Background: an optimization exercise with open tools, aiming at small area, a short achievable clock period and few clock cycles per item. Do not read the settings as production practice. The RTL was checked by simulation tests, not by an equivalence proof against the original design.

**design/flow/flow/run.sh**
```bash
#!/bin/bash
set -e
echo "export SETUP_SLACK_MARGIN = 6.8" >> config.mk
bash standard.sh > standard.log 2>&1
```
**design/flow/standard.sh**
```bash
#!/bin/bash
# synth_recipe.tcl (not shown) runs the flow's synth.tcl, then flattens the netlist and writes it again
# the make line also repeats each setting of config.mk as NAME=value (left out here)
make -C /OpenROAD-flow-scripts/flow DESIGN_CONFIG=/design/flow/config.mk WORK_HOME=/design/flow/orfs CLKGATE_MAP_FILE= SYNTH_SCRIPT=/design/flow/synth_recipe.tcl "${@:-finish}"
```
**design/flow/config.mk**
```make
export PLATFORM = sky130hd
export DESIGN_NAME = ascon
export DESIGN_NICKNAME = ascon
export VERILOG_FILES = /design/flow/design.v
export SDC_FILE = /design/flow/constraint.sdc
export NUM_CORES = 4
export LEC_CHECK = 0
export CAP_MARGIN = 20
export CORE_MARGIN = 2
export CORE_UTILIZATION = 40
export SLEW_MARGIN = 20
export SETUP_SLACK_MARGIN = 6.8
```
**design/flow/constraint.sdc**
```tcl
create_clock -name core_clock -period 10.0 [get_ports {clock}]
set_input_delay 2.0000 -clock core_clock [delete_from_list [all_inputs] [get_ports {clock}]]
set_output_delay 2.0000 -clock core_clock [all_outputs]
set_load 0.01 [all_outputs]
```
**design/flow/design.v**
```verilog
`timescale 1ns / 1ps
module ascon_fsm #(
    parameter int G_ROUNDS = 2
) (
    input  logic       clock,
    input  logic       reset_n,
    input  logic       i_sys_enable,
    input  logic       i_start,
    input  logic       i_data_valid,
    output logic       o_running,        
    output logic       o_load,           
    output logic [3:0] o_round,          
    output logic       o_enable,         
    output logic       o_xor_data,       
    output logic       o_xor_key_hi,     
    output logic       o_xor_key_lo,     
    output logic       o_xor_lsb,        
    output logic       o_want,           
    output logic       o_valid_cipher,
    output logic       o_done
);
    logic [2:0] block;                   
    logic       have;                    
    logic       n_running;
    logic [3:0] n_round;
    logic [2:0] n_block;
    logic       n_want;
    logic       n_have;
    logic       n_valid;
    logic       n_done;
    logic       last;
    logic       n_last;
    logic       n_final;
    assign last    = (o_round == 4'(12 - G_ROUNDS));
    assign n_last  = (n_round == 4'(12 - G_ROUNDS));
    assign n_final = (n_block == 3'd5);
    always_comb begin
        n_running = o_running;
        n_round   = o_round;
        n_block   = block;
        n_want    = o_want;
        n_have    = have;
        n_valid   = 1'b0;
        n_done    = 1'b0;
        if (!i_sys_enable) begin
            n_running = 1'b0;
            n_want    = 1'b0;
            n_have    = 1'b0;
        end
        else if (!o_running) begin
            if (i_start) begin
                n_running = 1'b1;
                n_round   = 4'd0;
                n_block   = 3'd0;
                n_want    = 1'b1;
                n_have    = 1'b0;
            end
        end
        else begin
            if (o_want && i_data_valid) begin
                n_want = 1'b0;
                n_have = 1'b1;
            end
            if (!last) begin
                n_round = o_round + 4'(G_ROUNDS);
            end
            else if (block == 3'd5) begin
                n_running = 1'b0;
                n_done    = 1'b1;
            end
            else if (have) begin
                n_round = (block == 3'd4) ? 4'd0 : 4'd6;
                n_block = block + 3'd1;
                n_have  = 1'b0;
                n_want  = (block != 3'd4);
                n_valid = (block != 3'd0);
            end
        end
    end
    always_ff @(posedge clock or negedge reset_n) begin
        if (!reset_n) begin
            o_running      <= 1'b0;
            o_round        <= 4'd0;
            block          <= 3'd0;
            o_want         <= 1'b0;
            have           <= 1'b0;
            o_valid_cipher <= 1'b0;
            o_done         <= 1'b0;
            o_enable       <= 1'b1;
            o_load         <= 1'b1;
            o_xor_data     <= 1'b1;
            o_xor_key_hi   <= 1'b1;
            o_xor_key_lo   <= 1'b0;
            o_xor_lsb      <= 1'b0;
        end
        else begin
            o_running      <= n_running;
            o_round        <= n_round;
            block          <= n_block;
            o_want         <= n_want;
            have           <= n_have;
            o_valid_cipher <= n_valid;
            o_done         <= n_done;
            o_enable       <= !(n_running && n_last && !n_final && !n_have);
            o_load         <= !n_running;
            o_xor_data     <= !n_running || (n_last && !n_final);
            o_xor_key_hi   <= !n_running || (n_last && (n_block == 3'd4));
            o_xor_key_lo   <= n_running && n_last && ((n_block == 3'd0) || n_final);
            o_xor_lsb      <= n_running && n_last && (n_block == 3'd1);
        end
    end
endmodule
`timescale 1ns / 1ps
module addition_layer
(
    input  logic [  3:0] i_round,
    input  logic [319:0] i_state,
    output logic [319:0] o_state
);
    assign o_state[319:136] = i_state[319:136];
    assign o_state[135:128] = i_state[135:128] ^ {~i_round, i_round};
    assign o_state[127:0]   = i_state[127:0];
endmodule
`timescale 1ns / 1ps
module sbox
(
    input  logic [4:0] i_data,
    output logic [4:0] o_data
);
    logic a0, a1, a2, a3, a4;
    logic b0, b1, b2, b3, b4;
    assign a0 = i_data[4] ^ i_data[0];
    assign a1 = i_data[3];
    assign a2 = i_data[2] ^ i_data[3];
    assign a3 = i_data[1];
    assign a4 = i_data[0] ^ i_data[1];
    assign b0 = a0 ^ (~a1 & a2);
    assign b1 = a1 ^ (~a2 & a3);
    assign b2 = a2 ^ (~a3 & a4);
    assign b3 = a3 ^ (~a4 & a0);
    assign b4 = a4 ^ (~a0 & a1);
    assign o_data[4] = b0 ^ b4;
    assign o_data[3] = b1 ^ b0;
    assign o_data[2] = ~b2;
    assign o_data[1] = b3 ^ b2;
    assign o_data[0] = b4;
endmodule
`timescale 1ns / 1ps
module substitution_layer
(
    input  logic [319:0] i_state,
    output logic [319:0] o_state
);
    for (genvar i = 0; i < 64; i++) begin : g_sbox
        sbox sbox_i (
            .i_data({i_state[256+i], i_state[192+i], i_state[128+i], i_state[64+i], i_state[i]}),
            .o_data({o_state[256+i], o_state[192+i], o_state[128+i], o_state[64+i], o_state[i]})
        );
    end
endmodule
`timescale 1ns / 1ps
module diffusion_layer
(
    input  logic [319:0] i_state,
    output logic [319:0] o_state
);
    logic [63:0] x0, x1, x2, x3, x4;
    assign {x0, x1, x2, x3, x4} = i_state;
    assign o_state[319:256] = x0 ^ {x0[18:0], x0[63:19]} ^ {x0[27:0], x0[63:28]};
    assign o_state[255:192] = x1 ^ {x1[60:0], x1[63:61]} ^ {x1[38:0], x1[63:39]};
    assign o_state[191:128] = x2 ^ {x2[0], x2[63:1]} ^ {x2[5:0], x2[63:6]};
    assign o_state[127:64]  = x3 ^ {x3[9:0], x3[63:10]} ^ {x3[16:0], x3[63:17]};
    assign o_state[63:0]    = x4 ^ {x4[6:0], x4[63:7]} ^ {x4[40:0], x4[63:41]};
endmodule
`timescale 1ns / 1ps
module permutation #(
    parameter int G_ROUNDS = 2
) (
    input  logic [319:0] i_state,
    input  logic [  3:0] i_round,
    output logic [319:0] o_state
);
    logic [320*(G_ROUNDS+1)-1:0] s;
    assign s[319:0] = i_state;
    for (genvar i = 0; i < G_ROUNDS; i++) begin : g_round
        logic [  3:0] r;
        logic [319:0] added;
        logic [319:0] substituted;
        if ((G_ROUNDS & (G_ROUNDS - 1)) == 0) begin : g_or
            assign r = i_round | 4'(i);
        end
        else begin : g_add
            assign r = i_round + 4'(i);
        end
        addition_layer addition_layer_i (
            .i_round(r),
            .i_state(s[320*i+:320]),
            .o_state(added)
        );
        substitution_layer substitution_layer_i (
            .i_state(added),
            .o_state(substituted)
        );
        diffusion_layer diffusion_layer_i (
            .i_state(substituted),
            .o_state(s[320*(i+1)+:320])
        );
    end
    assign o_state = s[320*G_ROUNDS+:320];
endmodule
`timescale 1ns / 1ps
module ascon
(
    input  logic         clock,
    input  logic         reset_n,
    input  logic         i_sys_enable,
    input  logic         i_start,
    input  logic         i_data_valid,
    input  logic [ 63:0] i_data,
    input  logic [127:0] i_key,
    input  logic [127:0] i_nonce,
    output logic [ 63:0] o_cipher,
    output logic [127:0] o_tag,
    output logic         o_valid_cipher,
    output logic         o_done,
    output logic         o_ready
);
    localparam int K = 1;   
    logic [319:0] state;
    logic [319:0] round_out;
    logic [319:0] mask;
    logic         running;
    logic         load;
    logic [  3:0] round;
    logic         enable;
    logic         xor_data;
    logic         xor_key_hi;
    logic         xor_key_lo;
    logic         xor_lsb;
    logic         want;
    logic         valid_q;
    logic         done_q;
    permutation #(.G_ROUNDS(K)) permutation_inst (
        .i_state(state),
        .i_round(round),
        .o_state(round_out)
    );
    assign mask = {
        i_data & {64{xor_data}},
        i_key & {128{xor_key_hi}},
        (i_key & {128{xor_key_lo}}) | (i_nonce & {128{load}})
    } ^ {319'd0, xor_lsb};
    always_ff @(posedge clock) begin
        if (enable) begin
            state <= (round_out & {320{running}}) ^ mask;
        end
    end
    ascon_fsm #(.G_ROUNDS(K)) ascon_fsm_inst (
        .clock         (clock),
        .reset_n       (reset_n),
        .i_sys_enable  (i_sys_enable),
        .i_start       (i_start),
        .i_data_valid  (i_data_valid),
        .o_running     (running),
        .o_load        (load),
        .o_round       (round),
        .o_enable      (enable),
        .o_xor_data    (xor_data),
        .o_xor_key_hi  (xor_key_hi),
        .o_xor_key_lo  (xor_key_lo),
        .o_xor_lsb     (xor_lsb),
        .o_want        (want),
        .o_valid_cipher(valid_q),
        .o_done        (done_q)
    );
    assign o_cipher       = state[319:256];
    assign o_tag          = state[127:0];
    assign o_valid_cipher = valid_q;
    assign o_done         = done_q;
    assign o_ready        = want;
endmodule
```
==> out/results.ini, run 1 <==
[clocking]
cts_tree=yes
cts_buffers=44
max-clock-path-buffers=3
clock-root-buffer=clkbuf_16
cts_hold_buf=0
clock_latency_ns=0.60
clock-sinks=338
htree_levels=2
path_clk_slew_ns=0.07

[setup_path]
crit_type=reg2out
critPathLaunchType=flop
cpPeakStageDelay_ns=0.48
crit_chain=buf_2
crit_family=flip-flops
crit_start=state[314]
path_buf_inv=1
critPathRequiredTime_ns=8.00
cp.arrival_ns=1.26
crit_path_end_kind=primary output
cp_slowest_cell=edfxtp_1
r2r_start=state[1]
path_max_fanout=2

[timing]
finalSetupViolations=0
layout_setup_ws_ns=6.74
max_slew_margin_pct=11.4
grt_setup_unrepaired=true
skew_ns=0.0256
tns_ns=0
max_freq_ghz=0.307
drv_slew=0
finalCritPeriodShare_pct=32.6
hold_viol=0
timing.final.crit_period_ns=3.26
tightest_slew_ns=1.33

[synth]
synth_nets=3756
syn_area_per_cell_um2=10.5
synth_seq_area_share_pct=29.0
synth-edff-count=320
synth-seq-cells=338
synthDistinctLibCells=53
synth.yosys.warnings=2
synth_cells=3299
yosys_most_used_dff=edfxtp_1
synthesis.area_mm2=0.0347
async_flop_share_pct=5.33

[grt]
globalRouteOverflowTotal=0
grt_pass1_vias=25300
grt_max_degree=141
grt_pass1_wl_um=195000
grtUsageTotal_pct=31.5
grt_antenna_before_repair=5

[layout]
reg_top3=state x320, ascon_fsm_inst.o_round x4, ascon_fsm_inst.block x3
drive_gt1_share_pct=18.2
fill_cells=8160
nets=4270
layout_commonest_cell=nand2_1
largest_register=state
final_cell_mix=627 x nand2_1, 471 x xnor2_1, 371 x xor2_1
largest_reg_flops=320
syn_to_final_growth_pct=21.4
instances_no_fill=5006

[run]
maxCapViolCount=0

[die]
fp.dieH_um=299
core_area_mm2=0.0863
initial_core_util_pct=40.2
io_pins=520
num_rows=108
fp.dieW_um=299
fp.dieArea_mm2=0.0892

[placement]
preCtsSetupSlack_ns=5.86
hpwl_um=118000
place_inst=4710
io_buffers=519
gp_congestion=1.07

[route]
vias=26200
drc=0
wl_met1_um=56800
wl_met2_um=69200
wl_per_cell_um=28.8
drt_first_pass_iters=5
routed_wl_um=144000
antenna_left=0
top_layer=met5
vias_per_cell=5.24
met3_length_um=12400
drtIter0Drc=2781

[run_status]
outcome=finished clean

[hold_path]
hp-start=ascon_fsm_inst.block[1]
hp-class=reg2reg

-- cell usage after synthesis, types with 32 or more instances --
cell type | instances | share of area [%]
a21oi_1 | 94 | 1.4
a22oi_1 | 129 | 2.8
buf_4 | 193 | 4.2
clkbuf_1 | 70 | 0.76
edfxtp_1 | 320 | 28
ha_1 | 132 | 4.8
inv_1 | 137 | 1.5
mux2i_1 | 58 | 1.7
nand2_1 | 628 | 6.8
nor2_1 | 175 | 1.9
o21ai_0 | 32 | 0.46
xnor2_1 | 476 | 12
xnor2_2 | 126 | 5.9
xnor3_1 | 200 | 13
xor2_1 | 371 | 9.4
xor2_2 | 44 | 2.1
-- cell families (layout without fill, tap and decap cells) --
logic type	count (synthesis)	after routing	share of synthesized area, %
compound gates	270	270	5.01
xor+xnor	1231	1231	43.3
fa+ha+maj	134	134	4.81
buf+inv	417	966	6.67
flops	338	338	29.0
mux	58	58	1.67
other cells	0	3	0
simple gates	851	851	9.58
-- timing repair --
| item | in CTS | in global routing |
|---|---|---|
| resized for setup | 809 | 24 |
| setup endpoints to repair | 220 | 59 |
| endpoints found under the hold margin | 0 | 0 |
| buffers inserted | 194 | 18 |
| pin swaps | 1 | 3 |
-- final cells by class --
type | instances | area, µm² | area share [%]
Inverter | 137 | 515 | 1.22
Antenna cell | 3 | 7.51 | 0.0178
Timing Repair Buffer | 748 | 6110 | 14.5
Tap cell | 1155 | 1450 | 3.43
Clock inverter | 28 | 403 | 0.956
Sequential cell | 338 | 10100 | 23.9
Clock buffer | 53 | 1160 | 2.74
Multi-Input combinational cell | 2544 | 22400 | 53.2
-- worst reg2reg max path, delay by kind of cell (launching register included) --
family	cells	cell delay, ns
xor+xnor	4	2.07
buf+inv	1	0.18
flops	1	0.45
simple gates	2	0.21
-- final timing paths --
check / to / slack (ns) / cells past startpoint
hold reg to reg: ascon_fsm_inst.block[1] / 0.58 / 1
hold / removal: ascon_fsm_inst.block[1] / 0.58 / 1
setup / recovery: o_cipher[58] / 6.74 / 1
setup reg to reg: state[1] / 6.83 / 7
min in group asynchronous: ascon_fsm_inst.o_round[1] / 1.87 / 1
max in group asynchronous: ascon_fsm_inst.o_xor_key_lo / 7.52 / 1
-- per-stage QoR --
step | cell area, µm² | util (%) | hold slack, ns
finish | 42100 | 48.8 | 0.580
global route | 42100 | 48.8 | 0.596
CTS | 41900 | 48.5 | 0.583
detailed placement | 39800 | 46.0 | 0.569
global placement | 39800 | 46.0 | 0.576
floorplan | 34700 | - | 0.535
-- layer usage --
metal  vias to the layer above  track usage (%)
met2                      1282             52.7
li1                      11700                -
met3                       209             5.79
met5                         -                0
met1                     13000             40.7
met4                         2             11.7
Testbench counts, summed over its fixed seeds: cycles 9,416, messages 192.
==> run 2: changes to the inputs <==
--- a/design/flow/config.mk
+++ b/design/flow/config.mk
@@ -7,6 +7,7 @@
 export LEC_CHECK = 0
 export CAP_MARGIN = 20
 export CORE_MARGIN = 2
-export CORE_UTILIZATION = 40
+export CORE_UTILIZATION = 60
+export PLACE_DENSITY = 0.75
 export SLEW_MARGIN = 20
 export SETUP_SLACK_MARGIN = 6.8
==> run 2 against run 1 <==
Net effect:
- synthesized cell count stayed put
- sequential share of layout area is 0.52 points higher
- wire length is 2.1% lower
- synthesized area stayed put
- via count is 7.2% higher
- still clean
- global-route usage is 15 points higher
==> out/results.ini, run 2 <==
[run_status]
outcome=finished clean

[die]
io_pins=520  ; unchanged
core_area_mm2=0.0575  ; -33%
fp.dieW_um=245  ; -18%
initial_core_util_pct=60.4  ; +20 points
num_rows=88  ; -19%
fp.dieH_um=245  ; -18%
fp.dieArea_mm2=0.0598  ; -33%

[layout]
reg_top3=state x320, ascon_fsm_inst.o_round x4, ascon_fsm_inst.block x3
design_area_mm2=0.0412  ; -2.1%
fill_cells=3986  ; -51%
nets=4263  ; -0.16%
syn_to_final_growth_pct=18.7
drive_gt1_share_pct=17.8  ; -0.40 points
layout_commonest_cell=nand2_1
largest_register=state
instances_no_fill=4606  ; -8.0%
largest_reg_flops=320  ; unchanged
final_cell_mix=627 x nand2_1, 467 x xnor2_1, 371 x xor2_1

[route]
vias=28100  ; +7.2%
top_layer=met5
wl_met2_um=62400  ; -9.8%
antenna_left=0  ; unchanged
wl_met1_um=50000  ; -12%
met3_length_um=17400  ; +40%
routed_wl_um=141000  ; -2.1%
wl_per_cell_um=30.7  ; +6.4%
drt_first_pass_iters=7  ; +2
drtIter0Drc=4141  ; +49%
drc=0  ; unchanged
vias_per_cell=6.11  ; +17%

[setup_path]
worst_r2r_endpoint=state[93]
crit_family=flip-flops
worstRegToRegCells=9  ; +2
path_buf_inv=1  ; unchanged
cp_slowest_cell=edfxtp_1
path_max_fanout=2  ; unchanged
cp.arrival_ns=1.32  ; +0.06 ns
r2r_start=state[110]
critPathLaunchType=flop
crit_path_end_kind=primary output
crit_chain=clkdlybuf4s15_1
reg2reg_slack_ns=6.81  ; -0.02 ns
cpPeakStageDelay_ns=0.44  ; -0.04 ns
critPathRequiredTime_ns=8.00  ; about the same
crit_type=reg2out

[run]
maxCapViolCount=0  ; unchanged

[placement]
hpwl_um=113000  ; -4.2%
gp_congestion=1.11  ; +3.5%
preCtsSetupSlack_ns=5.87  ; +0.00946 ns
place_inst=4318  ; -8.3%
io_buffers=519  ; unchanged
placed_cell_area_mm2=0.0392  ; -1.3%

[synth]
synth_cells=3299  ; unchanged
synth.yosys.warnings=2  ; unchanged
synth-edff-count=320  ; unchanged
yosysTopAreaCellShare_pct=27.7  ; unchanged
yosys_most_used_dff=edfxtp_1
synth_nets=3756  ; unchanged
synth_common_cells=628 x nand2_1, 476 x xnor2_1, 371 x xor2_1, 320 x edfxtp_1, 200 x xnor3_1
synthDistinctLibCells=53  ; unchanged
synth_area_leaders=edfxtp_1 28%, xnor3_1 13%, xnor2_1 12%, xor2_1 9.4%, nand2_1 6.8%
yosysMostFrequentCell=nand2_1
synthesis.area_mm2=0.0347  ; unchanged
synth_seq_area_share_pct=29.0  ; unchanged
synth-seq-cells=338  ; unchanged
yosysTopAreaCell=edfxtp_1
async_flop_share_pct=5.33  ; unchanged
syn_area_per_cell_um2=10.5  ; unchanged

[hold_path]
hp-start=ascon_fsm_inst.block[1]
holdPathEnd=ascon_fsm_inst.block[1]
hp-class=reg2reg
holdPathStages=1  ; unchanged

[grt]
grtUsageTotal_pct=46.4  ; +15 points
grt_pass1_wl_um=194000  ; -0.50%
grt_antenna_before_repair=2  ; -3
grt_max_degree=78  ; -45%
grt_pass1_vias=27100  ; +7.2%
globalRouteOverflowTotal=0  ; unchanged

[timing]
finalCritPeriodShare_pct=33.2  ; +0.56 points
grt_setup_unrepaired=true
hold_viol=0  ; unchanged
max_freq_ghz=0.302  ; -1.7%
drv_slew=0  ; unchanged
timing.final.crit_period_ns=3.32  ; +0.0557 ns
skew_ns=0.0355  ; +0.00995 ns
tns_ns=0  ; unchanged
finalSetupViolations=0  ; unchanged
tightest_slew_ns=1.25  ; -0.0708 ns
layout_setup_ws_ns=6.68  ; -0.0557 ns
max_slew_margin_pct=16.1  ; +4.7 points

[clocking]
cts_buffers=41  ; -6.8%
clock_latency_ns=0.61  ; about the same
clock-sinks=338  ; unchanged
path_clk_slew_ns=0.06  ; about the same
clock-root-buffer=clkbuf_16
cts_tree=yes
max-clock-path-buffers=3  ; unchanged
htree_levels=2  ; unchanged

run 2: cell counts after synthesis:
Identical to the previous run, type by type.
run 2: worst max-delay path by stage:
stage	from	end	cells past startpoint
after floorplan	i_sys_enable	ascon_fsm_inst.o_enable	5
after global placement	i_sys_enable	ascon_fsm_inst.o_enable	7
after detailed placement	i_sys_enable	ascon_fsm_inst.o_enable	6
after CTS	state[98]	o_tag[98]	1
after global routing	state[98]	o_tag[98]	1
final	state[98]	o_tag[98]	1
run 2: per-layer routing:
metal / vias up / track usage [%]
met4: 2 / 30.3
met1: 13700 / 59.7
met2: 2230 / 71.3
met5: - / 0
met3: 479 / 9.28
li1: 11700 / -
run 2: area by class of cell:
cell class | instances | area [µm²] | share of cell area (%)
Antenna cell | 2 | 5.00 | 0.0121
Clock buffer | 52 | 1110 | 2.69
Clock inverter | 24 | 178 | 0.431
Inverter | 137 | 515 | 1.25
Multi-Input combinational cell | 2544 | 22400 | 54.4
Sequential cell | 338 | 10100 | 24.5
Tap cell | 765 | 957 | 2.32
Timing Repair Buffer | 744 | 5950 | 14.4
run 2: worst register-to-register path, stage by stage (launching register included):
cell	delay, ns
edfxtp_1	0.40
buf_4	0.12
buf_4	0.12
inv_1	0.04
ha_1	0.20
xnor2_2	0.55
xor2_2	0.64
xnor3_1	0.53
nor2_1	0.22
xnor2_1	0.11
run 2: logic make-up after synthesis:
logic type / Yosys count / share of synthesized area, %
XOR/XNOR: 1231 / 43.3
AND/OR/NAND/NOR: 851 / 9.58
buffers and inverters: 417 / 6.67
flip-flops: 338 / 29.0
AO/OA/AOI/OAI: 270 / 5.01
adder cells (fa/ha/maj): 134 / 4.81
multiplexers: 58 / 1.67
run 2: per-stage QoR:
stage | hold WS, ns | util (%)
2_1_floorplan | 0.535 | -
4_1_cts | 0.632 | 71.5
3_5_place_dp | 0.615 | 68.3
6_report | 0.629 | 71.7
3_3_place_gp | 0.620 | 68.2
5_1_grt | 0.649 | 71.7
run 2: repair_timing:
action	in CTS	in global routing
hold buffers	0	0
resized for setup	782	15
endpoints found under the setup margin	291	166
pin swaps	3	0
cloned	0	0
setup buffers	196	14
==> run 3: changes to the inputs <==
==> design/flow/flow/run.sh (replaced) <==
#!/bin/bash
set -e
echo "export SETUP_SLACK_MARGIN = 7.2" >> config.mk
bash standard.sh > standard.log 2>&1
--- a/design/flow/config.mk
+++ b/design/flow/config.mk
@@ -7,7 +7,6 @@
 export LEC_CHECK = 0
 export CAP_MARGIN = 20
 export CORE_MARGIN = 2
-export CORE_UTILIZATION = 60
-export PLACE_DENSITY = 0.75
+export CORE_UTILIZATION = 40
 export SLEW_MARGIN = 20
-export SETUP_SLACK_MARGIN = 6.8
+export SETUP_SLACK_MARGIN = 7.2
==> run 3 against run 2 <==
Net effect:
- still clean
- sequential share of layout area decreased by 1.4 points
- worst setup slack improved by 0.091 ns
- global-route usage decreased by 15 points
- highest routed layer unchanged
==> out/results.ini, run 3 <==
[route]
drtIter0Drc=2762  ; -33%
drc=0  ; unchanged
vias_per_cell=5.24  ; -14%
vias=26600  ; -5.5%
wl_per_cell_um=28.8  ; -6.3%
routed_wl_um=146000  ; +3.2%
drt_first_pass_iters=7  ; unchanged
antenna_left=0  ; unchanged

[synth]
yosysTopAreaCell=edfxtp_1
yosysMostFrequentCell=nand2_1
synth.yosys.warnings=2  ; unchanged
synth_nets=3756  ; unchanged
synth_cells=3299  ; unchanged
synth_common_cells=628 x nand2_1, 476 x xnor2_1, 371 x xor2_1, 320 x edfxtp_1, 200 x xnor3_1
synthesis.area_mm2=0.0347  ; unchanged
async_flop_share_pct=5.33  ; unchanged
synth_compound_area_share_pct=5.01  ; unchanged
yosys_most_used_dff=edfxtp_1
yosysTopAreaCellShare_pct=27.7  ; unchanged
synth_xor_area_share_pct=43.3  ; unchanged
synth-seq-cells=338  ; unchanged
synth-edff-count=320  ; unchanged
synthDistinctLibCells=53  ; unchanged
synth_area_leaders=edfxtp_1 28%, xnor3_1 13%, xnor2_1 12%, xor2_1 9.4%, nand2_1 6.8%
synth_seq_area_share_pct=29.0  ; unchanged
synthAdderAreaFrac_pct=4.81  ; unchanged
synth-simple-area-share_pct=9.58  ; unchanged
muxShareOfSynthArea_pct=1.67  ; unchanged
syn_area_per_cell_um2=10.5  ; unchanged
synth_top_family_by_area=XOR/XNOR gates

[timing]
drv_slew=0  ; unchanged
hold_viol=0  ; unchanged
timing.final.crit_period_ns=3.22  ; -0.0907 ns
finalCritPeriodShare_pct=32.2  ; -0.91 points
finalSetupViolations=0  ; unchanged
tightest_slew_ns=1.14  ; -0.117 ns
max_slew_margin_pct=23.7  ; +7.6 points
grt_setup_unrepaired=true
max_freq_ghz=0.310  ; +2.8%
tns_ns=0  ; unchanged
skew_ns=0.0190  ; -0.0165 ns

[setup_path]
worstRegToRegCells=8  ; -1
r2r_start=state[8]
crit_path_end_kind=primary output
critPathLaunchType=flop
crit_cells=1  ; unchanged
reg2reg_slack_ns=6.99  ; +0.18 ns
cp_slowest_cell=edfxtp_1
path_max_fanout=2  ; unchanged
path_buf_inv=1  ; unchanged
cp.arrival_ns=1.22  ; -0.10 ns
crit_type=reg2out
critPathRequiredTime_ns=8.00  ; about the same
worst_r2r_endpoint=state[200]
crit_family=flip-flops
cpPeakStageDelay_ns=0.47  ; +0.03 ns
crit_chain=buf_6

[die]
fp.dieArea_mm2=0.0892  ; +49%
num_rows=108  ; +23%
io_pins=520  ; unchanged
fp.dieH_um=299  ; +22%
core_area_mm2=0.0863  ; +50%
fp.dieW_um=299  ; +22%
initial_core_util_pct=40.2  ; -20 points

[grt]
grt_max_degree=173  ; +120%
globalRouteOverflowTotal=0  ; unchanged
grt_pass1_vias=25700  ; -5.1%
grt_antenna_before_repair=6  ; +4
grtUsageTotal_pct=31.8  ; -15 points
grt_pass1_wl_um=197000  ; +1.6%

[clocking]
cts_hold_buf=0  ; unchanged
max-clock-path-buffers=3  ; unchanged
htree_levels=2  ; unchanged
clock-root-buffer=clkbuf_16
path_clk_slew_ns=0.06  ; about the same
clock-sinks=338  ; unchanged
cts_tree=yes
clock_latency_ns=0.59  ; -0.02 ns
cts_buffers=42  ; +2.4%

[layout]
largest_register=state
final_core_util_pct=50.8  ; -21 points
layout_commonest_cell=nand2_1
largest_reg_flops=320  ; unchanged
final_cell_mix=627 x nand2_1, 420 x xnor2_1, 351 x xor2_1
nets=4340  ; +1.8%
fill_cells=7890  ; +98%
register_area_mm2=0.0101  ; about the same
drive_gt1_share_pct=21.5  ; +3.7 points
reg_top3=state x320, ascon_fsm_inst.o_round x4, ascon_fsm_inst.block x3
multi_input_area_mm2=0.0236  ; +5.2%
syn_to_final_growth_pct=26.2

[placement]
io_buffers=519  ; unchanged
gp_congestion=1.06  ; -4.9%
hpwl_um=118000  ; +4.0%

[run_status]
outcome=finished clean

[hold_path]
hp-class=reg2reg
holdPathStages=1  ; unchanged
holdPathEnd=ascon_fsm_inst.block[1]
hp-start=ascon_fsm_inst.block[1]

[run]
maxCapViolCount=0  ; unchanged

-- run 3: metal layers --
| layer | up-vias | global-route usage, % | wire, µm |
|---|---|---|---|
| met2 | 1289 | 52.5 | 68200 |
| met5 | - | 0 | 27 |
| li1 | 11900 | - | - |
| met3 | 295 | 5.66 | 12300 |
| met1 | 13100 | 40.7 | 57300 |
| met4 | 4 | 14.0 | 8110 |
-- run 3: per-stage QoR --
stage / cells / setup WS [ns] / hold WS (ns) / instance area, µm²
6_report: 5073 / 6.78 / 0.603 / 43800
2_1_floorplan: 3299 / 6.92 / 0.535 / 34800
5_1_grt: 5072 / 6.73 / 0.629 / 43800
4_1_cts: 4987 / 6.73 / 0.591 / 42400
3_3_place_gp: 4710 / 6.00 / 0.575 / 39800
3_5_place_dp: 4710 / 6.01 / 0.568 / 39800
-- run 3: timing repair --
item	CTS	global route
resized for setup	892	99
pin swaps	6	21
endpoints found under the setup margin	280	280
setup buffers	200	84
-- run 3: worst max path at each step --
stage	startpoint	endpoint	slack, ns
finish	state[307]	o_cipher[51]	6.78
global route	state[314]	o_cipher[58]	6.73
CTS	state[314]	o_cipher[58]	6.73
detailed placement	i_sys_enable	ascon_fsm_inst.o_enable	6.01
global placement	i_sys_enable	ascon_fsm_inst.o_enable	6.00
floorplan	i_start	ascon_fsm_inst.o_enable	6.92
-- run 3: worst register-to-register path, delay by kind of cell, from the launching register on --
kind	cells	cell delay [ns]
mux	1	0.43
xor+xnor	5	1.61
buf+inv	2	0.30
flops	1	0.41
-- run 3: area by class of cell --
class	instances	area share, %
flip-flops and latches	338	23.0
diodes	2	0.0114
repair buffers	820	15.5
inverters	137	1.18
multi-input cells	2544	53.8
clock inverters	20	0.520
well taps	1155	3.30
clock buffers	57	2.69
-- run 3: cell families (layout without fill, tap and decap cells) --
logic type / after synthesis / in the layout
other: 0 / 2
AND/OR/NAND/NOR: 851 / 851
flip-flops: 338 / 338
multiplexers: 58 / 58
AO/OA/AOI/OAI: 270 / 270
buffers and inverters: 417 / 1034
adder cells (fa/ha/maj): 134 / 134
XOR/XNOR: 1231 / 1231
==> run 4: changes to the inputs <==
==> design/flow/flow/run.sh (replaced) <==
#!/bin/bash
set -e
echo "export SETUP_SLACK_MARGIN = 6.8" >> config.mk
echo "export BUFFER_PORTS_ARGS = -buffer_cell sky130_fd_sc_hd__buf_1" >> config.mk
bash standard.sh > standard.log 2>&1
--- a/design/flow/config.mk
+++ b/design/flow/config.mk
@@ -9,4 +9,5 @@
 export CORE_MARGIN = 2
 export CORE_UTILIZATION = 40
 export SLEW_MARGIN = 20
-export SETUP_SLACK_MARGIN = 7.2
+export SETUP_SLACK_MARGIN = 6.8
+export BUFFER_PORTS_ARGS = -buffer_cell sky130_fd_sc_hd__buf_1
==> run 4 against run 3 <==
Net effect:
- critical path depth did not move
- worst hold slack worse by 0.023 ns
- fmax decreased by 1.0%
- clock-buffer cell count shrank 7
- synthesized cell count unchanged
- final cell count is 1.5% lower
- wire length decreased by 0.93%
- largest cell class unchanged
- highest routed layer unchanged
==> out/results.ini, run 4 <==
[clocking]
cts_buffers=43  ; +2.4%
clock_latency_ns=0.61  ; +0.02 ns
cts_hold_buf=0  ; unchanged
path_clk_slew_ns=0.07  ; about the same
htree_levels=2  ; unchanged
max-clock-path-buffers=3  ; unchanged
clock-root-buffer=clkbuf_16
cts_tree=yes
clock-sinks=338  ; unchanged

[placement]
placed_cell_area_mm2=0.0365  ; -8.2%
hpwl_um=119000  ; +0.63%
place_inst=4712  ; +0.042%
io_buffers=519  ; unchanged
gp_congestion=1.04  ; -1.6%

[run]
maxCapViolCount=0  ; unchanged

[synth]
yosys_most_used_dff=edfxtp_1
synth_area_leaders=edfxtp_1 28%, xnor3_1 13%, xnor2_1 12%, xor2_1 9.4%, nand2_1 6.8%
synth_seq_area_share_pct=29.0  ; unchanged
synth_xor_area_share_pct=43.3  ; unchanged
synth_common_cells=628 x nand2_1, 476 x xnor2_1, 371 x xor2_1, 320 x edfxtp_1, 200 x xnor3_1
yosysMostFrequentCell=nand2_1
syn_area_per_cell_um2=10.5  ; unchanged
yosysTopAreaCell=edfxtp_1
muxShareOfSynthArea_pct=1.67  ; unchanged
synth-simple-area-share_pct=9.58  ; unchanged
synthesis.area_mm2=0.0347  ; unchanged
synth_nets=3756  ; unchanged
synth-edff-count=320  ; unchanged
synth.yosys.warnings=2  ; unchanged
synthDistinctLibCells=53  ; unchanged
yosysTopAreaCellShare_pct=27.7  ; unchanged
synth_compound_area_share_pct=5.01  ; unchanged
synth_cells=3299  ; unchanged
synth_top_family_by_area=XOR/XNOR gates
synth-seq-cells=338  ; unchanged
async_flop_share_pct=5.33  ; unchanged
synthAdderAreaFrac_pct=4.81  ; unchanged

[setup_path]
cp_slowest_cell=edfxtp_1
path_max_fanout=3  ; +1
critPathLaunchType=flop
cp.arrival_ns=1.26  ; +0.04 ns
worst_r2r_endpoint=state[75]
crit_family=flip-flops
reg2reg_slack_ns=6.85  ; -0.14 ns
path_buf_inv=1  ; unchanged
critPathRequiredTime_ns=8.00  ; about the same
cpPeakStageDelay_ns=0.49  ; +0.02 ns
crit_chain=buf_6
r2r_start=state[75]
crit_path_end_kind=primary output
worstRegToRegCells=8  ; unchanged
crit_type=reg2out

[route]
drc=0  ; unchanged
vias=26400  ; -0.57%
vias_per_cell=5.29  ; +0.98%
routed_wl_um=145000  ; -0.93%
drt_first_pass_iters=6  ; -1
antenna_left=0  ; unchanged
drtIter0Drc=2811  ; +1.8%
wl_per_cell_um=28.9  ; +0.61%

[layout]
nets=4263  ; -1.8%
syn_to_final_growth_pct=14.5
largest_reg_flops=320  ; unchanged
final_cell_mix=628 x nand2_1, 475 x buf_1, 472 x xnor2_1
instances_no_fill=4995  ; -1.5%
reg_top3=state x320, ascon_fsm_inst.o_round x4, ascon_fsm_inst.block x3
drive_gt1_share_pct=13.8  ; -7.7 points
layout_commonest_cell=nand2_1
largest_register=state
final_core_util_pct=46.1  ; -4.7 points
design_area_mm2=0.0398  ; -9.3%

[die]
initial_core_util_pct=40.2  ; unchanged
fp.dieArea_mm2=0.0892  ; unchanged
num_rows=108  ; unchanged
io_pins=520  ; unchanged
core_area_mm2=0.0863  ; unchanged
fp.dieW_um=299  ; unchanged
fp.dieH_um=299  ; unchanged

[timing]
max_freq_ghz=0.307  ; -1.0%
hold_ws_ns=0.580  ; -0.0232 ns
finalCritPeriodShare_pct=32.6  ; +0.33 points
finalSetupViolations=0  ; unchanged
timing.final.crit_period_ns=3.26  ; +0.0327 ns
hold_viol=0  ; unchanged
tns_ns=0  ; unchanged
grt_setup_unrepaired=true
drv_slew=0  ; unchanged
max_slew_margin_pct=17.0  ; -6.6 points
skew_ns=0.0313  ; +0.0123 ns
tightest_slew_ns=1.24  ; +0.0984 ns

[grt]
grt_pass1_wl_um=195000  ; -0.84%
grt_pass1_vias=25500  ; -0.74%
grt_max_degree=143  ; -17%
grtUsageTotal_pct=31.6  ; -0.20 points
globalRouteOverflowTotal=0  ; unchanged
grt_antenna_before_repair=6  ; unchanged

[hold_path]
holdPathEnd=ascon_fsm_inst.block[1]
hp-class=reg2reg
holdPathStages=1  ; unchanged
hp-start=ascon_fsm_inst.block[1]

[run_status]
outcome=finished clean

run 4: cell counts after synthesis:
No cell type changed its count.
run 4: cell type report:
cell class              count  area [µm²]
inverters                 137         515
multi-input cells        2544       22400
clock buffers              50        1120
flip-flops and latches    338       10100
well taps                1155        1450
diodes                      2        5.00
clock inverters            27         374
repair buffers            742        3830
fillers                  8287       46600
run 4: routing by layer:
metal,part of all wire [%],vias to the layer above,track usage (%)
met5,0.039,-,0
met4,5.8,8,15.9
met3,8.5,296,5.39
met2,46,1320,51.2
met1,39,13100,40.6
li1,-,11700,-
run 4: how the worst max path moves through the flow:
| stage | endpoint | cells past startpoint | start |
|---|---|---|---|
| floorplan | ascon_fsm_inst.o_enable | 5 | i_sys_enable |
| global placement | ascon_fsm_inst.o_enable | 7 | i_sys_enable |
| detailed placement | ascon_fsm_inst.o_enable | 7 | i_sys_enable |
| CTS | o_cipher[54] | 1 | state[310] |
| global route | o_cipher[54] | 1 | state[310] |
| finish | o_cipher[23] | 1 | state[279] |
run 4: per-stage QoR:
step,setup slack [ns]
global route,6.72
detailed placement,6.18
floorplan,6.85
CTS,6.71
global placement,6.17
finish,6.74
run 4: repair_timing:
action                                  4_1_cts  5_1_grt
resized for setup                            65       20
cloned                                        0        0
buffers inserted                            190       13
endpoints found under the setup margin      356      113
run 4: kinds of logic after synthesis:
logic type,Yosys count
XOR/XNOR,1231
AND/OR/NAND/NOR,851
buffers and inverters,417
flip-flops,338
AO/OA/AOI/OAI,270
adder cells (fa/ha/maj),134
multiplexers,58
==> run 5: changes to the inputs <==
==> design/flow/flow/run.sh (replaced) <==
#!/bin/bash
set -e
echo "export SETUP_SLACK_MARGIN = 6.8" >> config.mk
echo "export BUFFER_PORTS_ARGS = -buffer_cell sky130_fd_sc_hd__buf_1" >> config.mk
echo "export CTS_ARGS = -sink_clustering_enable -repair_clock_nets -dont_use_dummy_load" >> config.mk
bash standard.sh > standard.log 2>&1
--- a/design/flow/config.mk
+++ b/design/flow/config.mk
@@ -11,3 +11,4 @@
 export SLEW_MARGIN = 20
 export SETUP_SLACK_MARGIN = 6.8
 export BUFFER_PORTS_ARGS = -buffer_cell sky130_fd_sc_hd__buf_1
+export CTS_ARGS = -sink_clustering_enable -repair_clock_nets -dont_use_dummy_load
==> run 5 against run 4 <==
Net effect:
- sequential cell count unchanged
- critical path depth unchanged
- die area unchanged
- via count down 0.83%
- highest routed layer unchanged
- clock-buffer cell count down 7
- first-iteration DRC count up 0.75%
- critical endpoint unchanged
- non-clock buffer count down 2
- register-to-register slack worse by 0.07 ns
==> out/results.ini, run 5 <==
[clocking]
clock-root-buffer=clkbuf_16
htree_levels=2  ; unchanged
path_clk_slew_ns=0.06  ; about the same
clock_latency_ns=0.60  ; about the same
max-clock-path-buffers=3  ; unchanged
cts_tree=yes
cts_buffers=43  ; unchanged
clock-sinks=338  ; unchanged

[setup_path]
crit_chain=buf_6
worst_r2r_endpoint=state[311]
crit_start=state[279]
crit_family=flip-flops
endpoint=o_cipher[23]
crit_path_end_kind=primary output
path_buf_inv=1  ; unchanged
cp_slowest_cell=edfxtp_1
worstRegToRegCells=7  ; -1
path_max_fanout=3  ; unchanged
r2r_start=state[55]
critPathLaunchType=flop
crit_type=reg2out
cpPeakStageDelay_ns=0.49  ; about the same
cp.arrival_ns=1.23  ; -0.03 ns
crit_cells=1  ; unchanged
reg2reg_slack_ns=6.78  ; -0.07 ns
critPathRequiredTime_ns=8.00  ; about the same

[run_status]
outcome=finished clean

[layout]
largest_reg_flops=320  ; unchanged
syn_to_final_growth_pct=13.1
fill_cells=8306  ; +0.23%
drive_gt1_share_pct=13.2  ; -0.63 points
nets=4261  ; -0.047%
reg_top3=state x320, ascon_fsm_inst.o_round x4, ascon_fsm_inst.block x3
largest_register=state
final_cell_mix=628 x nand2_1, 480 x buf_1, 473 x xnor2_1
layout_commonest_cell=nand2_1

[synth]
synth-seq-cells=338  ; unchanged
synthesis.area_mm2=0.0347  ; unchanged
yosys_most_used_dff=edfxtp_1
yosysTopAreaCellShare_pct=27.7  ; unchanged
synth_nets=3756  ; unchanged
synth_cells=3299  ; unchanged
synthDistinctLibCells=53  ; unchanged
syn_area_per_cell_um2=10.5  ; unchanged
yosysTopAreaCell=edfxtp_1
async_flop_share_pct=5.33  ; unchanged
yosysMostFrequentCell=nand2_1
synth.yosys.warnings=2  ; unchanged
synth_seq_area_share_pct=29.0  ; unchanged
synth_common_cells=628 x nand2_1, 476 x xnor2_1, 371 x xor2_1, 320 x edfxtp_1, 200 x xnor3_1
synth_area_leaders=edfxtp_1 28%, xnor3_1 13%, xnor2_1 12%, xor2_1 9.4%, nand2_1 6.8%
synth-edff-count=320  ; unchanged

[grt]
globalRouteOverflowTotal=0  ; unchanged
grtUsageTotal_pct=31.5  ; -0.038 points
grt_max_degree=143  ; unchanged
grt_pass1_vias=25400  ; -0.52%
grt_antenna_before_repair=5  ; -1
grt_pass1_wl_um=195000  ; -0.18%

[die]
num_rows=108  ; unchanged
initial_core_util_pct=40.2  ; unchanged
fp.dieH_um=299  ; unchanged
fp.dieW_um=299  ; unchanged
core_area_mm2=0.0863  ; unchanged
io_pins=520  ; unchanged
fp.dieArea_mm2=0.0892  ; unchanged

[timing]
tightest_slew_ns=1.29  ; +0.0522 ns
grt_setup_unrepaired=true
timing.final.crit_period_ns=3.23  ; -0.0279 ns
layout_setup_ws_ns=6.77  ; +0.0279 ns
max_slew_margin_pct=13.5  ; -3.5 points
tns_ns=0  ; unchanged
max_freq_ghz=0.310  ; +0.86%
finalCritPeriodShare_pct=32.3  ; -0.28 points
drv_slew=0  ; unchanged
skew_ns=0.0411  ; +0.00976 ns
finalSetupViolations=0  ; unchanged
hold_viol=0  ; unchanged

[placement]
hpwl_um=119000  ; unchanged
io_buffers=519  ; unchanged
preCtsSetupSlack_ns=6.18  ; unchanged
gp_congestion=1.04  ; unchanged

[route]
vias_per_cell=5.29  ; about the same
wl_per_cell_um=29.0  ; +0.27%
vias=26200  ; -0.83%
antenna_left=0  ; unchanged
drc=0  ; unchanged
routed_wl_um=144000  ; -0.47%
drtIter0Drc=2832  ; +0.75%
drt_first_pass_iters=6  ; unchanged

[hold_path]
hp-class=reg2reg

[run]
maxCapViolCount=0  ; unchanged

-- run 5: repair_timing --
action | in CTS | in global routing
pin swaps | 0 | 0
gates resized for setup | 54 | 19
setup endpoints to repair | 356 | 108
hold buffers | 0 | 0
buffers inserted | 189 | 13
-- run 5: metal layers --
metal	wire length, µm	global-route usage (%)	vias up
met5	55	0	-
met1	57000	40.6	13000
li1	-	-	11700
met2	66700	51.4	1265
met4	8260	15.5	8
met3	11900	5.24	287
-- run 5: cell type report --
type	count	area (µm²)	area share, %
Antenna cell	1	2.50	0.00637
Clock buffer	43	1080	2.74
Inverter	137	515	1.31
Multi-Input combinational cell	2544	22400	57.0
Sequential cell	338	10100	25.7
Tap cell	1155	1450	3.68
Timing Repair Buffer	740	3780	9.61
-- run 5: worst min path at each step --
| stage | from | endpoint | slack, ns | cells past startpoint |
|---|---|---|---|---|
| 3_5_place_dp | ascon_fsm_inst.block[1] | ascon_fsm_inst.block[1] | 0.57 | 1 |
| 3_3_place_gp | ascon_fsm_inst.block[1] | ascon_fsm_inst.block[1] | 0.57 | 1 |
| 5_1_grt | ascon_fsm_inst.block[1] | ascon_fsm_inst.block[1] | 0.60 | 1 |
| 4_1_cts | ascon_fsm_inst.block[1] | ascon_fsm_inst.block[1] | 0.58 | 1 |
| 2_1_floorplan | ascon_fsm_inst.block[1] | ascon_fsm_inst.block[1] | 0.54 | 1 |
| 6_report | ascon_fsm_inst.block[1] | ascon_fsm_inst.block[1] | 0.58 | 1 |
-- run 5: through the flow --
step           hold WS [ns]  util [%]  instance area [µm²]  cells
3_5_place_dp          0.566      42.3                36500   4712
4_1_cts               0.581      45.3                39100   4944
3_3_place_gp          0.567      42.3                36500   4712
5_1_grt               0.598      45.5                39300   4957
2_1_floorplan         0.535         -                34700   3299
6_report              0.580      45.5                39300   4958
-- run 5: logic make-up (layout without fill, tap and decap cells) --
group,after synthesis,in the layout,synth area share (%)
AOI/OAI and AO/OA,270,270,5.01
xor gates and xnor gates,1231,1231,43.3
adders and majority gates,134,134,4.81
buffers and inverters,417,920,6.67
DFF,338,338,29.0
muxes,58,58,1.67
other,0,1,0
and+or+nand+nor,851,851,9.58
==> run 6: changes to the inputs <==
==> design/flow/flow/run.sh (replaced) <==
#!/bin/bash
# The standard layout (standard.sh) with these changes:
# - synthesis is synth_recipe.tcl with its ABC mapping script replaced by
#   flow/abc_area.script (an area-recovering mapping); everything else in
#   synthesis, the flip-flops included, is as in the standard synthesis;
# - the port buffers are inserted as the smallest buffer (timing repair
#   upsizes them where needed).
# Each tool's output goes to standard.log and ORFS's own logs under orfs/logs.
set -e
export MY_ABC_SCRIPT="$PWD/flow/abc_area.script"
{
  echo 'proc abc {args} { set i [lsearch -exact $args -script]; if {$i >= 0} { lset args [expr {$i + 1}] $::env(MY_ABC_SCRIPT) }; yosys abc {*}$args }'
  cat synth_recipe.tcl
} > my_synth.tcl
sed "s#SYNTH_SCRIPT=[^ ]*synth_recipe.tcl#SYNTH_SCRIPT=$PWD/my_synth.tcl#" standard.sh > my_standard.sh
grep -q "my_synth.tcl" my_standard.sh
echo "export SETUP_SLACK_MARGIN = 6.8" >> config.mk
echo "export BUFFER_PORTS_ARGS = -buffer_cell sky130_fd_sc_hd__buf_1" >> config.mk
bash my_standard.sh > standard.log 2>&1
==> design/flow/flow/abc_area.script (new file) <==
strash
&get -n
&st
&dch
&nf -R 1000
&put
topo
stime -c
--- a/design/flow/config.mk
+++ b/design/flow/config.mk
@@ -11,4 +11,3 @@
 export SLEW_MARGIN = 20
 export SETUP_SLACK_MARGIN = 6.8
 export BUFFER_PORTS_ARGS = -buffer_cell sky130_fd_sc_hd__buf_1
-export CTS_ARGS = -sink_clustering_enable -repair_clock_nets -dont_use_dummy_load
==> run 6 against run 5 <==
Net effect:
- first-iteration DRC count is 19% higher
- fmax is 1.1% lower
- still clean on timing, DRC and antenna
- global-route usage is 1.1 points higher
- register-to-register slack worse by 0.05 ns
- synthesized area is 11% lower
==> out/results.ini, run 6 <==
[run_status]
outcome=finished clean

[clocking]
clock-root-buffer=clkbuf_16
htree_levels=2  ; unchanged
max-clock-path-buffers=3  ; unchanged
path_clk_slew_ns=0.06  ; about the same
clock_latency_ns=0.61  ; about the same
clock-sinks=338  ; unchanged
cts_tree=yes
cts_buffers=42  ; -2.3%
cts_hold_buf=0  ; unchanged

[layout]
reg_top3=state x320, ascon_fsm_inst.o_round x4, ascon_fsm_inst.block x3
layout_commonest_cell=xnor2_1
instances_no_fill=4911  ; -0.95%
fill_cells=7499  ; -9.7%
antennaDiodeCount=0  ; -1
final_cell_mix=836 x xnor2_1, 562 x nand2_1, 528 x xor2_1
drive_gt1_share_pct=11.2  ; -2.0 points
largest_register=state
nets=4305  ; +1.0%
largest_reg_flops=320  ; unchanged
syn_to_final_growth_pct=18.9

[synth]
synth_area_leaders=edfxtp_1 31%, xnor2_1 25%, xor2_1 15%, nand2_1 6.8%, ha_1 5.4%
yosysTopAreaCell=edfxtp_1
synthDistinctLibCells=31  ; -42%
synth_cells=3232  ; -2.0%
synthesis.area_mm2=0.0308  ; -11%
syn_area_per_cell_um2=9.53  ; -9.5%
synth-seq-cells=338  ; unchanged
synth_nets=3689  ; -1.8%
synth.yosys.warnings=2  ; unchanged
async_flop_share_pct=5.33  ; unchanged
yosys_most_used_dff=edfxtp_1
yosysTopAreaCellShare_pct=31.2  ; +3.5 points
synth_common_cells=876 x xnor2_1, 562 x nand2_1, 543 x xor2_1, 320 x edfxtp_1, 192 x buf_4
yosysMostFrequentCell=xnor2_1
synth-edff-count=320  ; unchanged
synth_seq_area_share_pct=32.7  ; +3.7 points

[grt]
globalRouteOverflowTotal=0  ; unchanged
grt_pass1_vias=24700  ; -2.5%
grt_max_degree=91  ; -36%
grt_antenna_before_repair=1  ; -4
grt_pass1_wl_um=181000  ; -7.3%
grtUsageTotal_pct=32.6  ; +1.1 points

[timing]
grt_setup_unrepaired=true
tns_ns=0  ; unchanged
max_freq_ghz=0.306  ; -1.1%
skew_ns=0.0264  ; -0.0147 ns
timing.final.crit_period_ns=3.27  ; +0.0356 ns
finalCritPeriodShare_pct=32.7  ; +0.36 points
drv_slew=0  ; unchanged
max_slew_margin_pct=17.8  ; +4.3 points
hold_viol=0  ; unchanged
finalSetupViolations=0  ; unchanged
tightest_slew_ns=1.22  ; -0.0635 ns

[placement]
place_inst=4623  ; -1.9%
hpwl_um=108000  ; -8.9%
gp_congestion=1.03  ; -0.50%
io_buffers=519  ; unchanged

[die]
initial_core_util_pct=40.5  ; +0.27 points
fp.dieW_um=281  ; -5.7%
num_rows=101  ; -6.5%
fp.dieArea_mm2=0.0792  ; -11%
core_area_mm2=0.0761  ; -12%
fp.dieH_um=281  ; -5.7%
io_pins=520  ; unchanged

[setup_path]
crit_path_end_kind=flop
critPathRequiredTime_ns=10.34  ; +2.34 ns
path_max_fanout=4  ; +1
cp.arrival_ns=3.60  ; +2.37 ns
critPathLaunchType=flop
crit_type=reg2reg

[route]
wl_per_cell_um=27.1  ; -6.8%
vias=26100  ; -0.27%
antenna_left=0  ; unchanged
drtIter0Drc=3361  ; +19%
routed_wl_um=133000  ; -7.7%
drt_first_pass_iters=6  ; unchanged
drc=0  ; unchanged
vias_per_cell=5.32  ; +0.68%

[run]
maxCapViolCount=0  ; unchanged

[hold_path]
hp-class=reg2reg

-- run 6: cell count changes in the layout (fill, tap and decap cells not counted), sizes merged, moves of 37 or more --
cell	delta
xnor3	-200
nor2	-75
xor2	+128
xnor2	+272
inv	-136
mux2i	-58
nand2	-66
nand2b	+37
clkinv	+147
-- run 6: kinds of logic (layout without fill, tap and decap cells) --
kind of cell,after synthesis,after routing,share of synthesized area [%]
xor+xnor,1419,1419,40.4
simple gates,742,742,9.69
flops,338,338,32.7
buf+inv,327,976,6.33
compound gates,274,274,5.59
fa+ha+maj,132,132,5.36
-- run 6: area by class of cell --
cell class              count  area [µm²]  area share [%]
clock buffers              56        1220            3.33
clock inverters            21         280           0.766
inverters                 135         507            1.38
multi-input cells        2567       19200            52.5
flip-flops and latches    338       10100            27.5
well taps                1030        1290            3.52
repair buffers            764        4020            11.0
-- run 6: worst paths after layout --
kind / start / endpoint / cells past startpoint / slack, ns
worst max-delay path: state[31] / state[95] / 8 / 6.73
worst min-delay path: ascon_fsm_inst.o_want / ascon_fsm_inst.o_want / 2 / 0.60
worst max register to register: state[31] / state[95] / 8 / 6.73
worst min register to register: ascon_fsm_inst.o_want / ascon_fsm_inst.o_want / 2 / 0.60
max in group asynchronous: reset_n / ascon_fsm_inst.o_running / 1 / 8.29
min in group asynchronous: reset_n / ascon_fsm_inst.o_round[0] / 1 / 1.35
-- run 6: routing by layer --
| metal | part of all wire [%] | GRT usage, % | vias to the layer above |
|---|---|---|---|
| li1 | - | - | 11600 |
| met4 | 6.7 | 18.8 | 0 |
| met3 | 11 | 6.16 | 343 |
| met1 | 38 | 42.3 | 12700 |
| met5 | 0 | 0 | - |
| met2 | 44 | 50.9 | 1565 |
-- run 6: critical path: stages, from the launching register on --
cell and delay [ns]:
edfxtp_1 0.41, buf_4 0.19, ha_1 0.21, xor2_1 0.83, xnor2_1 0.48, xor2_1 0.26, xnor2_1 0.21, nand2_1 0.19
xor2_1 0.24
-- run 6: through the flow --
| stage | setup WS (ns) | hold slack (ns) | cell area [µm²] | util [%] |
|---|---|---|---|---|
| 2_1_floorplan | 6.51 | 0.546 | 30800 | - |
| 3_3_place_gp | 6.00 | 0.590 | 32900 | 43.2 |
| 3_5_place_dp | 6.03 | 0.592 | 32900 | 43.2 |
| 4_1_cts | 6.67 | 0.606 | 36100 | 47.4 |
| 5_1_grt | 6.73 | 0.646 | 36600 | 48.1 |
| 6_report | 6.73 | 0.604 | 36600 | 48.1 |
-- run 6: repair_timing --
action	4_1_cts	5_1_grt
pin swaps	0	1
gates cloned	0	0
buffers inserted	185	26
gates resized for setup	103	58
setup endpoints to repair	349	93
==> run 7: changes to the inputs <==
--- a/design/flow/design.v
+++ b/design/flow/design.v
@@ -7,10 +7,10 @@
     input  logic       i_sys_enable,
     input  logic       i_start,
     input  logic       i_data_valid,
-    output logic       o_running,        
+    output logic       o_run,            
+    output logic       o_hold,           
     output logic       o_load,           
     output logic [3:0] o_round,          
-    output logic       o_enable,         
     output logic       o_xor_data,       
     output logic       o_xor_key_hi,     
     output logic       o_xor_key_lo,     
@@ -19,6 +19,7 @@
     output logic       o_valid_cipher,
     output logic       o_done
 );
+    logic       running;                 
     logic [2:0] block;                   
     logic       have;                    
     logic       n_running;
@@ -34,8 +35,12 @@
     assign last    = (o_round == 4'(12 - G_ROUNDS));
     assign n_last  = (n_round == 4'(12 - G_ROUNDS));
     assign n_final = (n_block == 3'd5);
+    logic n_stall;                       
+    logic n_absorb;                      
+    assign n_stall  = n_running && n_last && !n_final && !n_have;
+    assign n_absorb = n_running && n_last && !n_final && n_have;
     always_comb begin
-        n_running = o_running;
+        n_running = running;
         n_round   = o_round;
         n_block   = block;
         n_want    = o_want;
@@ -47,7 +52,7 @@
             n_want    = 1'b0;
             n_have    = 1'b0;
         end
-        else if (!o_running) begin
+        else if (!running) begin
             if (i_start) begin
                 n_running = 1'b1;
                 n_round   = 4'd0;
@@ -79,14 +84,15 @@
     end
     always_ff @(posedge clock or negedge reset_n) begin
         if (!reset_n) begin
-            o_running      <= 1'b0;
+            running        <= 1'b0;
             o_round        <= 4'd0;
             block          <= 3'd0;
             o_want         <= 1'b0;
             have           <= 1'b0;
             o_valid_cipher <= 1'b0;
             o_done         <= 1'b0;
-            o_enable       <= 1'b1;
+            o_run          <= 1'b0;
+            o_hold         <= 1'b0;
             o_load         <= 1'b1;
             o_xor_data     <= 1'b1;
             o_xor_key_hi   <= 1'b1;
@@ -94,19 +100,20 @@
             o_xor_lsb      <= 1'b0;
         end
         else begin
-            o_running      <= n_running;
+            running        <= n_running;
             o_round        <= n_round;
             block          <= n_block;
             o_want         <= n_want;
             have           <= n_have;
             o_valid_cipher <= n_valid;
             o_done         <= n_done;
-            o_enable       <= !(n_running && n_last && !n_final && !n_have);
+            o_run          <= n_running && !n_stall;
+            o_hold         <= n_stall;
             o_load         <= !n_running;
-            o_xor_data     <= !n_running || (n_last && !n_final);
-            o_xor_key_hi   <= !n_running || (n_last && (n_block == 3'd4));
-            o_xor_key_lo   <= n_running && n_last && ((n_block == 3'd0) || n_final);
-            o_xor_lsb      <= n_running && n_last && (n_block == 3'd1);
+            o_xor_data     <= !n_running || (n_absorb);
+            o_xor_key_hi   <= !n_running || (n_absorb && (n_block == 3'd4));
+            o_xor_key_lo   <= n_running && n_last && ((n_absorb && (n_block == 3'd0)) || n_final);
+            o_xor_lsb      <= n_absorb && (n_block == 3'd1);
         end
     end
 endmodule
@@ -229,10 +236,10 @@
     logic [319:0] state;
     logic [319:0] round_out;
     logic [319:0] mask;
-    logic         running;
+    logic         run;
+    logic         hold;
     logic         load;
     logic [  3:0] round;
-    logic         enable;
     logic         xor_data;
     logic         xor_key_hi;
     logic         xor_key_lo;
@@ -246,14 +253,12 @@
         .o_state(round_out)
     );
     assign mask = {
-        i_data & {64{xor_data}},
-        i_key & {128{xor_key_hi}},
-        (i_key & {128{xor_key_lo}}) | (i_nonce & {128{load}})
+        (i_data & {64{xor_data}}) | (state[319:256] & {64{hold}}),
+        (i_key & {128{xor_key_hi}}) | (state[255:128] & {128{hold}}),
+        (i_key & {128{xor_key_lo}}) | (i_nonce & {128{load}}) | (state[127:0] & {128{hold}})
     } ^ {319'd0, xor_lsb};
     always_ff @(posedge clock) begin
-        if (enable) begin
-            state <= (round_out & {320{running}}) ^ mask;
-        end
+        state <= (round_out & {320{run}}) ^ mask;
     end
     ascon_fsm #(.G_ROUNDS(K)) ascon_fsm_inst (
         .clock         (clock),
@@ -261,10 +266,10 @@
         .i_sys_enable  (i_sys_enable),
         .i_start       (i_start),
         .i_data_valid  (i_data_valid),
-        .o_running     (running),
+        .o_run         (run),
+        .o_hold        (hold),
         .o_load        (load),
         .o_round       (round),
-        .o_enable      (enable),
         .o_xor_data    (xor_data),
         .o_xor_key_hi  (xor_key_hi),
         .o_xor_key_lo  (xor_key_lo),
--- a/design/flow/flow/run.sh
+++ b/design/flow/flow/run.sh
@@ -4,7 +4,8 @@
 #   flow/abc_area.script (an area-recovering mapping); everything else in
 #   synthesis, the flip-flops included, is as in the standard synthesis;
 # - the port buffers are inserted as the smallest buffer (timing repair
-#   upsizes them where needed).
+#   upsizes them where needed);
+# - clock tree synthesis inserts no dummy loads.
 # Each tool's output goes to standard.log and ORFS's own logs under orfs/logs.
 set -e
 export MY_ABC_SCRIPT="$PWD/flow/abc_area.script"
@@ -16,4 +17,5 @@
 grep -q "my_synth.tcl" my_standard.sh
 echo "export SETUP_SLACK_MARGIN = 6.8" >> config.mk
 echo "export BUFFER_PORTS_ARGS = -buffer_cell sky130_fd_sc_hd__buf_1" >> config.mk
+echo "export CTS_ARGS = -sink_clustering_enable -repair_clock_nets -dont_use_dummy_load" >> config.mk
 bash my_standard.sh > standard.log 2>&1
--- a/design/flow/config.mk
+++ b/design/flow/config.mk
@@ -11,3 +11,4 @@
 export SLEW_MARGIN = 20
 export SETUP_SLACK_MARGIN = 6.8
 export BUFFER_PORTS_ARGS = -buffer_cell sky130_fd_sc_hd__buf_1
+export CTS_ARGS = -sink_clustering_enable -repair_clock_nets -dont_use_dummy_load
==> run 7 against run 6 <==
Net effect:
- die area down 6.7%
- sequential cell count up 1
- clock-buffer cell count down 12
- worst hold slack better by 0.0096 ns
- core utilization down 2.8 points
- largest cell class unchanged
- critical path type is now reg2out
==> out/results.ini, run 7 <==
[grt]
grt_pass1_wl_um=179000  ; -0.77%
grt_util_met2_pct=53.5  ; +2.6 points
grt_antenna_before_repair=1  ; unchanged
grt_max_degree=167  ; +84%
grt_pass1_vias=24300  ; -1.6%
grtUsageMet3_pct=5.09  ; -1.1 points

[setup_path]
cp.arrival_ns=1.38  ; -2.22 ns
critPathLaunchType=flop
crit_family=flip-flops
worstRegToRegCells=9  ; +1
crit_type=reg2out
critPathRequiredTime_ns=8.00  ; -2.34 ns
r2r_start=state[71]
worst_r2r_endpoint=state[263]
cp_slowest_cell=dfxtp_4
crit_chain=buf_4 -> buf_1
path_buf_inv=2  ; +1
path_max_fanout=3  ; -1
cpPeakStageDelay_ns=0.41  ; -0.42 ns

[route]
drt_first_pass_iters=8  ; +2
drtIter0Drc=3400  ; +1.2%
routed_wl_um=130000  ; -2.0%
vias_per_cell=5.62  ; +5.6%
wl_per_cell_um=28.3  ; +4.7%
antenna_left=0  ; unchanged
vias=25800  ; -1.2%

[synth]
synthDistinctLibCells=30  ; -3.2%
syn_area_per_cell_um2=8.85  ; -7.1%
yosysTopAreaCellShare_pct=27.0  ; -4.2 points
yosysTopAreaCell=xnor2_1
synth_cells=3241  ; +0.28%
synth_seq_area_share_pct=24.0  ; -8.7 points
synth_nets=3698  ; +0.24%
synth-seq-cells=339  ; +0.30%
synth_common_cells=886 x xnor2_1, 534 x xor2_1, 344 x nand2_1, 320 x dfxtp_1
yosysMostFrequentCell=xnor2_1

[timing]
tightest_slew_ns=1.23  ; +0.00177 ns
finalCritPeriodShare_pct=33.8  ; +1.1 points
layout_setup_ws_ns=6.62  ; -0.112 ns
grt_setup_unrepaired=true
drv_slew=0  ; unchanged
max_freq_ghz=0.296  ; -3.3%
max_slew_margin_pct=17.7  ; -0.12 points
finalSetupViolations=0  ; unchanged
skew_ns=0.0327  ; +0.00632 ns

[layout]
instances_no_fill=4595  ; -6.4%
final_cell_mix=871 x xnor2_1, 526 x xor2_1, 478 x buf_1
nets=4103  ; -4.7%
syn_to_final_growth_pct=12.6
reg_top3=state x320, ascon_fsm_inst.o_round x4, ascon_fsm_inst.block x3

[clocking]
clock-root-buffer=clkbuf_16
clock-sinks=339  ; +0.30%
path_clk_slew_ns=0.06  ; about the same
cts_tree=yes
max-clock-path-buffers=3  ; unchanged
htree_levels=2  ; unchanged

[run]
maxCapViolCount=0  ; unchanged

[placement]
preCtsSetupSlack_ns=6.26  ; +0.231 ns
io_buffers=519  ; unchanged
hpwl_um=106000  ; -2.2%
gp_congestion=1.03  ; about the same

[die]
fp.dieW_um=272  ; -3.4%
io_pins=520  ; unchanged
fp.dieH_um=272  ; -3.4%
initial_core_util_pct=40.3  ; -0.21 points
num_rows=98  ; -3.0%

[hold_path]
holdPathEnd=ascon_fsm_inst.o_want
hp-class=reg2reg

[run_status]
outcome=finished clean

[run 7: how the worst max path moves through the flow]
stage / startpoint / end / slack, ns / cells after the start
5_1_grt: state[311] / o_cipher[55] / 6.63 / 2
6_report: state[311] / o_cipher[55] / 6.62 / 2
3_5_place_dp: i_sys_enable / ascon_fsm_inst.o_xor_key_lo / 6.26 / 13
4_1_cts: state[311] / o_cipher[55] / 6.61 / 2
2_1_floorplan: i_sys_enable / ascon_fsm_inst.o_xor_key_lo / 6.81 / 12
3_3_place_gp: i_sys_enable / ascon_fsm_inst.o_xor_key_lo / 6.26 / 13
[run 7: repair_timing]
item	CTS	global route
pin swaps	0	1
hold buffers	0	0
endpoints found under the setup margin	242	49
gates resized for setup	189	52
setup buffers	1	0
[run 7: final cells by class]
type / count / area [µm²]
Antenna cell: 1 / 2.50
Clock buffer: 44 / 1100
Fill cell: 7229 / 38900
Inverter: 133 / 500
Multi-Input combinational cell: 2577 / 20100
Sequential cell: 339 / 7140
Tap cell: 950 / 1190
Timing Repair Buffer: 551 / 2280
[run 7: worst min-delay path: cells and delay by family (launching register included)]
kind            cells  cell delay (ns)
flops               1             0.41
simple gates        1             0.09
compound gates      1             0.08
[run 7: kinds of logic (layout without fill, tap and decap cells)]
kind of cell / after synthesis / in the layout / share of synthesized area, %
buffers and inverters: 325 / 728 / 6.76
flip-flops: 339 / 339 / 24.0
AND/OR/NAND/NOR: 557 / 557 / 7.98
other: 0 / 1 / 0
adder cells (fa/ha/maj): 132 / 132 / 5.76
XOR/XNOR: 1420 / 1420 / 43.3
AO/OA/AOI/OAI: 468 / 468 / 12.2
[run 7: stage by stage]
step | hold WS [ns] | util, % | cell area, µm²
floorplan | 0.553 | - | 28700
global placement | 0.599 | 43.1 | 30700
detailed placement | 0.606 | 43.1 | 30700
CTS | 0.621 | 45.1 | 32100
global route | 0.633 | 45.3 | 32300
finish | 0.613 | 45.3 | 32300
[run 7: routing by layer]
layer	routed length (µm)	vias to the layer above
met5	0	-
met4	8380	0
met3	11300	289
met2	58000	1392
met1	52500	12700
li1	-	11500
Testbench counts of run 7, summed over its fixed seeds: cycles 9,416, messages 192.

what the ideal ports hide:
In the flow no input, the clock included, has a driving cell. The finished layouts below were timed again as built, in two steps.
Step 1: set_driving_cell puts a clkbuf_16 on clock and a buf_2 on each other input, an assumption about the parent block.
Step 2 times the ports against the registers' clock, not the clock port: input delays grow and output delays shrink by t, the midpoint of the rising clock arrivals with the driver on.
Three values: no drivers, after step 1, after step 2; two values: the first two.
run	t (ns)	setup slack, ns	hold WS [ns]
run 1	0.663	6.740 / 6.669 / 6.388	0.580 / 0.580 / 0.580
run 2	0.665	6.685 / 6.611 / 6.385	0.629 / 0.629 / 0.629
run 3	0.653	6.775 / 6.702 / 6.623	0.603 / 0.603 / 0.603
run 4	0.662	6.743 / 6.671 / 6.364	0.580 / 0.580 / 0.580
run 5	0.651	6.770 / 6.696 / 6.358	0.580 / 0.580 / 0.580
run 6	0.667	6.735 / 6.671 / 6.388	0.604 / 0.604 / 0.604
run 7	0.647	6.623 / 6.555 / 6.404	0.613 / 0.613 / 0.613
After both steps setup and hold are still met in every run listed. The setup slack of run 5, which loses most, moves by -0.074 ns with the drivers and by -0.412 ns with both steps.
